Source: an optimization exercise on an open RTL-to-GDS flow (aim: small area and a short achievable clock period). Production flows keep margins and buffers that such runs may drop. Only simulation tests tie the RTL to the original design; equivalence was not proved. Power figures rest on the tool's default switching activity, not on a simulated workload.

Design enigma_part3, start of the top module:
module enigma_part3(clk, srst_n, load, encrypt, crypt_mode, table_idx, code_in, code_out, code_valid);
Size in the first run: about 6900 cells after synthesis, roughly 20 I/O pins.
clock: 30.0 ns
lec_check: 0
cap_margin: 20
core_margin: 2
core_utilization: 25
place_density: 0.35
slew_margin: 20
tns_end_percent: 5
standard.sh (not shown) runs the stock make flow with config.mk's settings and CLKGATE_MAP_FILE= SYNTH_SCRIPT=/design/flow/synth_recipe.tcl, a recipe that flattens the netlist after the stock synthesis.
==> flow/flow/run.sh <==
#!/bin/bash
# Layout through the standard.sh. Synthesis is the standard flow's script with abc run on
# flow/yos.abc (yosys's default mapping script) instead of ORFS's speed script,
# and with adders left to abc rather than mapped to full-adder cells;
# ports buffered with buf_4; clock tree without dummy loads; timing repair is asked for a setup margin so
# the long paths get sized up.
cd "$(dirname "$0")/.."
export MY_ABC_SCRIPT=$PWD/flow/yos.abc
bash standard.sh SYNTH_SCRIPT=$PWD/flow/my_synth.tcl ADDER_MAP_FILE= synth > synth.log 2>&1
bash standard.sh SETUP_SLACK_MARGIN=15.8 "BUFFER_PORTS_ARGS=-inputs -outputs -buffer_cell sky130_fd_sc_hd__buf_4" "CTS_ARGS=-sink_clustering_enable -repair_clock_nets -dont_use_dummy_load -buf_list sky130_fd_sc_hd__clkbuf_4" finish > standard.log 2>&1
==> flow/flow/my_synth.tcl <==
# The standard flow's synthesis script (synth_recipe.tcl), with abc run on the script named in MY_ABC_SCRIPT.
proc synth {args} { yosys synth -nofsm -noshare {*}$args }

proc abc {args} {
  set i [lsearch -exact $args -script]
  if {$i >= 0 && [info exists ::env(MY_ABC_SCRIPT)] && $::env(MY_ABC_SCRIPT) ne ""} {
    set args [lreplace $args [expr {$i + 1}] [expr {$i + 1}] $::env(MY_ABC_SCRIPT)]
  }
  if {[info exists ::env(MY_ABC_DONT_USE)]} {
    foreach c $::env(MY_ABC_DONT_USE) { lappend args -dont_use $c }
  }
  puts "abc (own script): $args"
  yosys abc {*}$args
}
source $::env(SCRIPTS_DIR)/synth.tcl
# left out here: clear keep_hierarchy, flatten, clean up, hide names made inside functions, write 1_2_yosys.v
==> flow/flow/yos.abc <==
strash
&get -n
&fraig -x
&put
scorr
dc2
dretime
strash
&get -n
&dch -f
&nf
&put
buffer
upsize
dnsize
stime -p
Next try:
--- a/flow/flow/run.sh
+++ b/flow/flow/run.sh
@@ -7,4 +7,6 @@
 cd "$(dirname "$0")/.."
 export MY_ABC_SCRIPT=$PWD/flow/yos.abc
+# the weakest sizes of the slow OR gates kept out of the mapping
+export MY_ABC_DONT_USE="sky130_fd_sc_hd__or4_1 sky130_fd_sc_hd__or4b_1 sky130_fd_sc_hd__or3_1 sky130_fd_sc_hd__or3b_1 sky130_fd_sc_hd__a2111oi_0"
 bash standard.sh SYNTH_SCRIPT=$PWD/flow/my_synth.tcl ADDER_MAP_FILE= synth > synth.log 2>&1
 bash standard.sh SETUP_SLACK_MARGIN=15.8 "BUFFER_PORTS_ARGS=-inputs -outputs -buffer_cell sky130_fd_sc_hd__buf_4" "CTS_ARGS=-sink_clustering_enable -repair_clock_nets -dont_use_dummy_load -buf_list sky130_fd_sc_hd__clkbuf_4" finish > standard.log 2>&1
After rerunning: Wire length decreases by 2.9%. Count of clock-buffer cells in the layout climbs by 5. Die area is higher by 1.1%. Sequential power barely changes. Cell area stays flat. Via count went down by 0.55%. Hold slack improves by 0.0094 ns.
Next try:
==> flow/flow/run.sh (replaced) <==
#!/bin/bash
# Layout through the standard.sh. Synthesis is the standard flow's script with abc run on
# flow/yos.abc (yosys's default mapping script) instead of ORFS's speed script;
# ports buffered with buf_4; clock tree without dummy loads; timing repair is asked for a setup margin so
# the long paths get sized up.
cd "$(dirname "$0")/.."
export MY_ABC_SCRIPT=$PWD/flow/yos.abc
bash standard.sh SYNTH_SCRIPT=$PWD/flow/my_synth.tcl synth > synth.log 2>&1
bash standard.sh SETUP_SLACK_MARGIN=15 "BUFFER_PORTS_ARGS=-inputs -outputs -buffer_cell sky130_fd_sc_hd__buf_4" "CTS_ARGS=-sink_clustering_enable -repair_clock_nets -dont_use_dummy_load -buf_list sky130_fd_sc_hd__clkbuf_4" finish > standard.log 2>&1
After rerunning: The new run ran to the end with no violations; final area decreases by about 4%; hold slack gains 0.015 ns; clock skew is about the same; cell count decreases by about 4%; synthesized cell count decreases by about 5%; routed wire length decreases by about 3.5%; setup slack loses 0.64 ns; non-clock buffer count decreases by 61; die area decreases by 2.6%; clock power barely changes.
Next try:
==> flow/flow/run.sh (replaced) <==
#!/bin/bash
# Layout through the standard.sh. Synthesis is the standard flow's script with abc run on
# flow/yos.abc (yosys's default mapping script) instead of ORFS's speed script,
# and with adders left to abc rather than mapped to full-adder cells;
# ports buffered with buf_4; clock tree without dummy loads; timing repair is asked for a setup margin so
# the long paths get sized up.
cd "$(dirname "$0")/.."
export MY_ABC_SCRIPT=$PWD/flow/yos.abc
bash standard.sh SYNTH_SCRIPT=$PWD/flow/my_synth.tcl ADDER_MAP_FILE= synth > synth.log 2>&1
bash standard.sh SETUP_SLACK_MARGIN=16.5 "BUFFER_PORTS_ARGS=-inputs -outputs -buffer_cell sky130_fd_sc_hd__buf_4" "CTS_ARGS=-sink_clustering_enable -repair_clock_nets -dont_use_dummy_load -buf_list sky130_fd_sc_hd__clkbuf_4" finish > standard.log 2>&1
Outcome: The changed run went through all stages and came out clean. Combinational power increases by about 43%. Clock-buffer cell count rose by 6. Synthesized cell count grows by about 5%.
Next try:
--- a/flow/flow/run.sh
+++ b/flow/flow/run.sh
@@ -8,3 +8,3 @@
 export MY_ABC_SCRIPT=$PWD/flow/yos.abc
 bash standard.sh SYNTH_SCRIPT=$PWD/flow/my_synth.tcl ADDER_MAP_FILE= synth > synth.log 2>&1
-bash standard.sh SETUP_SLACK_MARGIN=16.5 "BUFFER_PORTS_ARGS=-inputs -outputs -buffer_cell sky130_fd_sc_hd__buf_4" "CTS_ARGS=-sink_clustering_enable -repair_clock_nets -dont_use_dummy_load -buf_list sky130_fd_sc_hd__clkbuf_4" finish > standard.log 2>&1
+bash standard.sh SETUP_SLACK_MARGIN=15.8 "BUFFER_PORTS_ARGS=-inputs -outputs -buffer_cell sky130_fd_sc_hd__buf_4" "CTS_ARGS=-sink_clustering_enable -repair_clock_nets -dont_use_dummy_load -buf_list sky130_fd_sc_hd__clkbuf_4" finish > standard.log 2>&1
--- a/flow/config.mk
+++ b/flow/config.mk
@@ -11,3 +11,3 @@
 export PLACE_DENSITY = 0.35
 export SLEW_MARGIN = 20
-export TNS_END_PERCENT = 5
+export TNS_END_PERCENT = 25
Effect: The new run produced a clean layout. Power drops by 2.3%. Wire length went down by 2.1%. Count of clock-buffer cells in the layout is lower by 4. Cell area went down by 2.0%. Hold slack is better by 0.041 ns. Via count drops by 1.3%. Non-clock buffer count decreases by 95. Combinational power goes down by 3.0%. Clock power stays flat. Core utilization drops by 0.58 points.

static timing again, ports no longer ideal:
How much do the figures lean on ideal ports? The routed layouts below were timed once more, with nothing changed but the port constraints. Step 1, drivers: a clkbuf_16 drives clk and a buf_2 each remaining input, both assumed. Step 2, shift: input delay + t, output delay - t, t = (earliest + latest rising clock arrival at the registers) / 2. This alone moves slack from input paths to output paths. Three values: ideal ports, drivers, drivers and shift; two values: the first two.
run | shift t [ns] | setup slack, ns | worst data-port slew with drivers (ns)
the first run | 1.446 | 15.831 / 15.770 / 14.410 | 0.08
the second run | 1.400 | 15.630 / 15.692 / 14.292 | 0.04
the third run | 1.450 | 14.992 / 15.010 / 13.560 | 0.08
the fourth run | 1.423 | 15.910 / 15.890 / 14.474 | 0.23
the fifth run | 1.402 | 15.764 / 15.790 / 14.388 | 0.08
After both steps setup and hold are still met in every run listed. The setup slack of the fourth run, which loses most, moves by -0.020 ns with the drivers and by -1.436 ns with both steps.
